This design comes from an exercise in tuning for small area and a short achievable clock period on the open sky130 flow, not from production work.
RTL that was checked went through simulation tests only; none was proved equivalent to the original.
The flow treats the clock pin as an ideal source. Dropping or thinning the clock tree relies on that and would not hold on a real chip.
Power figures rest on the tool's default switching activity, not on a simulated workload.

Design Master, start of the top module:
module Master(SS_n,MOSI,MISO,clk,rst_n);
input MOSI,SS_n,clk,rst_n;
 output MISO;
 wire rx_valid;
wire [9:0] rx_data;
wire [7:0] tx_data;
wire tx_valid;
 SPI   s1 (clk,rst_n,MOSI,MISO,SS_n,rx_data,rx_valid,tx_data,tx_valid);
RAM_pr2  R1(clk,rst_n,rx_data,rx_valid,tx_data,tx_valid);
endmodule
Settings: LEC_CHECK=0, CAP_MARGIN=20, CORE_MARGIN=2, CORE_UTILIZATION=35, CTS_CLUSTER_DIAMETER=100, CTS_CLUSTER_SIZE=30, PLACE_DENSITY=0.6, SETUP_SLACK_MARGIN=1.5, SLEW_MARGIN=20; clock period 3.7 ns.
run.sh (not shown) runs the stock make flow with config.mk's settings and CLKGATE_MAP_FILE= SYNTH_SCRIPT=/design/flow/synth_recipe.tcl, a recipe that flattens the netlist after the stock synthesis.
Then changed:
- CTS_CLUSTER_DIAMETER: 100 -> 50
- CTS_CLUSTER_SIZE: 30 -> 40
- SETUP_SLACK_MARGIN: 1.5 -> 0.2
Effect:
- setup slack got worse by 0.62 ns
- sequential power stays flat
- power rose by 11%
- die area does not change
- synthesized area stays the same
- via count rose by 1.0%
- sequential share of layout area fell by 1.8 points
- fmax fell by 22%
- global-route usage hardly moves
Then changed:
- CTS_CLUSTER_DIAMETER: 50 -> 100
- CTS_CLUSTER_SIZE: 40 -> 30
Area after synthesis stays the same. Sequential power hardly moves. Clock-buffer cell count went down by 34. Total power went down by 11%.
No run of this note included a check of the RTL's function; only the layout flow was run.

job 2077:
Another version of the RTL of Master (not shown whole).
Size in the first run: about 2600 cells after synthesis, roughly 2100 flip-flops, ~5 I/O pins, roughly 47000 um^2 of cells after synthesis.
Settings: LEC_CHECK=0, CAP_MARGIN=20, CORE_MARGIN=2, CORE_UTILIZATION=60, CTS_CLUSTER_DIAMETER=100, CTS_CLUSTER_SIZE=30, PLACE_DENSITY=0.7, SETUP_SLACK_MARGIN=1.8, SLEW_MARGIN=20; clock period 3.7 ns.
standard.sh (not shown) runs the stock make flow with config.mk's settings and CLKGATE_MAP_FILE= SYNTH_SCRIPT=/design/flow/synth_recipe.tcl, a recipe that flattens the netlist after the stock synthesis.
==> flow/flow/run.sh <==
#!/bin/bash
# The standard layout, with the clock tree's top rebuilt after CTS
# (flow/post_cts.tcl, run by ORFS's POST_CTS_TCL hook). The ORFS run's
# output goes to standard_flow.log, its logs to orfs/logs.
set -euo pipefail
here=$(pwd)
export POST_CTS_TCL="$here/flow/post_cts.tcl"
bash standard.sh finish > "$here/standard_flow.log" 2>&1
Other scripts of this flow, unchanged in this note and not shown: flow/flow/post_cts.tcl, flow/flow/retree.tcl
Changes in job 2161 relative to job 2077:
- changing SETUP_SLACK_MARGIN from 1.8 to 2.0
- setting ABC_AREA to 1 for the first time
- changing CORE_UTILIZATION from 60 to 70
- changing PLACE_DENSITY from 0.7 to 0.8
Taking job 2077 as the reference point, the number of global-route vias before repair of job 2161 rises by 2863. Going from job 2077 to job 2161, share of the core filled with cells grows by 11 points. Diff job 2077 -> job 2161 | combinational share of power | increase of 0.3 points. Job 2161 supports a higher top clock frequency than job 2077. Summary of job 2161 over job 2077: largest voltage drop on the vdd net saw an increase, power density over the cells moved up, post-synthesis share of cell area spent on full adders, half adders and majority gates saw little to no change, net switching power of the design climbed 290 uW.
For job 9909, these inputs were changed with respect to job 2161:
- CTS_CLUSTER_SIZE: 30 -> 18
- PLACE_DENSITY: 0.8 -> 0.7
- CTS_BUF_LIST: unset -> sky130_fd_sc_hd__clkbuf_8
- CORE_UTILIZATION: 70 -> 60
- CTS_CLUSTER_DIAMETER: 100 -> 50
[summary]
Compared with job 2161, job 9909 shows a lower met1 track demand over resource. Sort job 2161 and job 9909 by proportion of layout cells with a drive suffix above 1 asc -> top: job 2161. | internal power contribution | job 9909 vs job 2161 | better |. Total power of the final layout (lower): job 9909. Higher routed wire length was reported by job 2161, not job 9909. Any difference in highest clock frequency the design can meet between job 2161 and job 9909 is small enough to ignore. Net switching share of the total power: job 2161 and job 9909 compared, higher one is job 2161. Final worst-path cycle share essentially unchanged between job 2161 and job 9909. Final period demand of the worst path ended up 4.5 ps lower on job 9909 than on job 2161.
Relative to job 9909, the following input files were edited for job 9285:
- a deleted CTS_BUF_LIST that had been sky130_fd_sc_hd__clkbuf_8
- a change of CTS_CLUSTER_DIAMETER from 50 to 100
- a change of SETUP_SLACK_MARGIN from 2.0 to 1.9
- a deleted ABC_AREA that had been 1
- a change of CTS_CLUSTER_SIZE from 18 to 30
Results
Between job 9909 and job 9285, the synthesized cell count is higher for job 9909. Delta (job 9285 minus job 9909): placed standard-cell area held steady, worst hold margin grew by 15 ps. Area overhead of the layout relative to synthesis ends up higher on job 9285. Job 9285 has proportion of power drawn by the clock network above what job 9909 had. Taking job 9909 as the reference, in job 9285 met1 layer usage reported by global route went down 0.64 points; number of ordinary inverters in the final layout went down 43.

Master again, from the RTL that the note above started with.
## Master
module Master(SS_n,MOSI,MISO,clk,rst_n);
input MOSI,SS_n,clk,rst_n;
 output MISO;
 wire rx_valid;
wire [9:0] rx_data;
wire [7:0] tx_data;
wire tx_valid;
 SPI   s1 (clk,rst_n,MOSI,MISO,SS_n,rx_data,rx_valid,tx_data,tx_valid);
RAM_pr2  R1(clk,rst_n,rx_data,rx_valid,tx_data,tx_valid);
endmodule
==> flow/config.mk <==
export PLATFORM = sky130hd
export DESIGN_NAME = Master
export DESIGN_NICKNAME = Master
export VERILOG_FILES = /design/flow/design.v
export SDC_FILE = /design/flow/constraint.sdc
export NUM_CORES = 4
export LEC_CHECK = 0
export CAP_MARGIN = 20
export CORE_MARGIN = 2
export CORE_UTILIZATION = 60
export CTS_CLUSTER_DIAMETER = 80
export CTS_CLUSTER_SIZE = 36
export PLACE_DENSITY = 0.7
export SETUP_SLACK_MARGIN = 2.0
export SLEW_MARGIN = 20
==> flow/constraint.sdc <==
create_clock -name core_clock -period 3.7 [get_ports {clk}]
set_input_delay 0.7400 -clock core_clock [delete_from_list [all_inputs] [get_ports {clk}]]
set_output_delay 0.7400 -clock core_clock [all_outputs]
set_load 0.01 [all_outputs]
Scripts as last shown in full above: flow/flow/run.sh
Other scripts of this flow, unchanged in this note and not shown: flow/flow/post_cts.tcl, flow/flow/retree.tcl
==> next run, changes <==
CTS_CLUSTER_DIAMETER = 100   (was 80)
CTS_CLUSTER_SIZE = 30   (was 36)
Result: Global-route usage climbs by 0.13 points; register-to-register slack is better by 0.09 ns; clock skew drops by 0.023 ns.
==> next run, changes <==
ABC_AREA = 1   (was unset)
After rerunning:
- The changed run ran to the end with no violations
- setup slack is better by 0.021 ns
- utilization drops by 0.75 points
- via count came out higher by roughly a tenth
- final cell count is higher by a little under a tenth
- global-route usage barely changes
==> next run, changes <==
CTS_BUF_LIST = sky130_fd_sc_hd__clkbuf_8   (was unset)
CTS_CLUSTER_DIAMETER = 60   (was 100)
CTS_CLUSTER_SIZE = 20   (was 30)
Outcome: Worst hold slack barely changes. Maximum frequency is higher by 0.33%. Sequential power hardly moves. Via count goes up by 0.53%. Final area went down by 0.52%.

[separate check: timing with driven ports]
No port has a modelled driver above. Below, the same layouts with a new extraction and two added sets of constraints. Step 1, drivers: a clkbuf_16 drives clk and a buf_2 each remaining input, both assumed. Step 2 also shifts input and output timing later by t, the mid clock arrival at the registers, as if the neighbouring blocks saw the same clock. Slacks: no drivers / after step 1 / after step 2; pairs: no drivers / after step 1.
run	t (ns)	setup slack, ns	cell pins on the clock port's net
the first run of note 1	0.744	1.450 / 1.450 / 1.450	1
the second run of note 1	0.788	0.828 / 0.828 / 0.828	1
the third run of note 1	0.745	0.816 / 0.816 / 0.816	1
job 2077	0.630	1.887 / 1.773 / 1.887	4
job 2161	0.617	1.912 / 1.778 / 1.984	4
job 9909	0.634	1.916 / 1.783 / 2.019	4
job 9285	0.626	1.913 / 1.779 / 1.965	4
the first run of note 3	0.614	1.898 / 1.761 / 1.927	4
the second run of note 3	0.627	1.892 / 1.756 / 2.022	4
the third run of note 3	0.625	1.913 / 1.780 / 1.983	4
the fourth run of note 3	0.617	1.919 / 1.785 / 2.012	4
After both steps every run listed still meets setup and hold.
